Background: an optimization exercise with open tools, aiming at small area and a short achievable clock period. Do not read the settings as production practice. Only simulation tests tie the RTL to the original design; equivalence was not proved.

==> inputs of run X <==
==> flow/design.v (excerpt) <==
module fft008(fo_000,fo_001,fo_002,fo_003,fo_004,fo_005,fo_006,fo_007,xi_000,xi_001,xi_002,xi_003,xi_004,xi_005,xi_006,xi_007,Wi000,Wi001,Wi002,Wi003,ck,rst,vi,vo);
  input ck, rst, vi;
  output reg vo;
  input [31:0] xi_000,xi_001,xi_002,xi_003,xi_004,xi_005,xi_006,xi_007;
  input [31:0] Wi000,Wi001,Wi002,Wi003;
  output reg [31:0] fo_000,fo_001,fo_002,fo_003,fo_004,fo_005,fo_006,fo_007;
  reg [2:0] v_p;
  always @(posedge ck) begin
    if (rst) begin
      v_p <= 0; vo <= 1'b0;
    end else begin
      v_p <= {v_p[1:0], vi}; vo <= v_p[2];
    end
  end
  reg [31:0] x0_0,x0_1,x0_2,x0_3,x0_4,x0_5,x0_6,x0_7;
  reg [31:0] w0_0,w0_1,w0_2,w0_3;
  always @(posedge ck) begin
    x0_0 <= xi_000;
    x0_1 <= xi_001;
    x0_2 <= xi_002;
    x0_3 <= xi_003;
    x0_4 <= xi_004;
    x0_5 <= xi_005;
    x0_6 <= xi_006;
    x0_7 <= xi_007;
    w0_0 <= Wi000;
    w0_1 <= Wi001;
    w0_2 <= Wi002;
    w0_3 <= Wi003;
  end
  wire [31:0] y1_0, y1_4;
  fft8_bfly u_b00(.x0(x0_0), .x1(x0_4), .w(w0_0), .y0(y1_0), .y1(y1_4));
  wire [31:0] y1_2, y1_6;
  fft8_bfly u_b01(.x0(x0_2), .x1(x0_6), .w(w0_0), .y0(y1_2), .y1(y1_6));
  wire [31:0] y1_1, y1_5;
  fft8_bfly u_b02(.x0(x0_1), .x1(x0_5), .w(w0_0), .y0(y1_1), .y1(y1_5));
  wire [31:0] y1_3, y1_7;
  fft8_bfly u_b03(.x0(x0_3), .x1(x0_7), .w(w0_0), .y0(y1_3), .y1(y1_7));
  reg [31:0] x1_0,x1_1,x1_2,x1_3,x1_4,x1_5,x1_6,x1_7;
  ...
export LEC_CHECK = 0
export ABC_AREA = 1
export CAP_MARGIN = 30
export CORE_MARGIN = 2
export CORE_UTILIZATION = 40
export SLEW_MARGIN = 30
create_clock -name core_clock -period 40.0 [get_ports {ck}]
standard.sh (not shown) runs the stock make flow with config.mk's settings and CLKGATE_MAP_FILE= SYNTH_SCRIPT=/design/flow/synth_recipe.tcl, a recipe that flattens the netlist after the stock synthesis.
==> flow/flow/run.sh <==
#!/bin/bash
set -uo pipefail
CTS="-sink_clustering_enable -repair_clock_nets -sink_clustering_size 25 -sink_clustering_max_diameter 100 -dont_use_dummy_load -distance_between_buffers 400"
bash standard.sh finish SETUP_SLACK_MARGIN=31 "CTS_ARGS=$CTS" \
  "BUFFER_PORTS_ARGS=-buffer_cell sky130_fd_sc_hd__buf_1" > log_layout.txt 2>&1
==> inputs of run B, as changes to run X <==
- CELL_PAD_IN_SITES_DETAIL_PLACEMENT: default -> 2
- CELL_PAD_IN_SITES_GLOBAL_PLACEMENT: default -> 2
- CORE_UTILIZATION: 40 -> 28
- GPL_ROUTABILITY_DRIVEN: default -> 1
==> inputs of run P, as changes to run X <==
==> flow/flow/run.sh (replaced) <==
#!/bin/bash
# Standard ORFS layout, with timing repair (CTS and global route) asked to reach
# more setup slack than the default, so that the achieved period shrinks. The
# clock period and constraints are the design's.
set -uo pipefail
bash standard.sh finish SETUP_SLACK_MARGIN=31 > standard_finish.log 2>&1
==> qor summary <==
item	run X	run P	run B
Non-filler cells in the finished layout	46100	46300	52000
Layout Cell Area excl Fill	0.333 mm^2	0.340 mm^2	0.348 mm^2
Utilization after layout	44.5%	45.4%	32.5%
DRC violation total after the first TritonRoute iteration	56400	55300	41100
Antenna diode count	391	349	1517
Met2 layer usage reported by global route	63.8%	65.9%	55.3%
Post-Place Setup Slack	28.85 ns	28.83 ns	28.41 ns
Outcome	complete, no violations	complete, no violations	failed layout checks
Layout check failures	-	-	antenna rules
Ratio of final minimum period to clock period	24.1%	24.2%	23.9%
Standard-cell rows	318	318	380
Startpoint of the worst setup timing path	fo_001[3]	fo_005[3]	fo_001[17]
Register share of the cell area	8.48%	8.33%	8.12%
Total setup buffers inserted after CTS	139	176	222
Startpoint of the worst-slack reg-to-reg timing path	w0_0[16]	w0_0[0]	w0_0[18]
Invs w/o clock	6601	6603	6598

## static timing again, ports no longer ideal
No port has a modelled driver above. Below, the same layouts with a new extraction and two added sets of constraints. Step 1: set_driving_cell puts a clkbuf_16 on ck and a buf_2 on each other input, an assumption about the parent block. Step 2 moves the port delays by t, midway between the first and last clock arrival at a register: inputs arrive t later, outputs are due t later. That takes back most of the time a late clock gives input paths. Slacks: no drivers / after step 1 / after step 2; pairs: no drivers / after step 1.
| run | t (ns) | slack for setup (ns) | worst setup path after step 2 | slew at the worst register clock pin (ns) |
|---|---|---|---|---|
| run X | 1.183 | 30.351 / 30.196 / 30.863 | register to register | 0.11 / 0.11 |
| run B | 1.208 | 30.438 / 30.264 / 30.621 | register to register | 0.10 / 0.10 |
| run P | 1.204 | 30.310 / 30.157 / 30.568 | input to register | 0.09 / 0.09 |
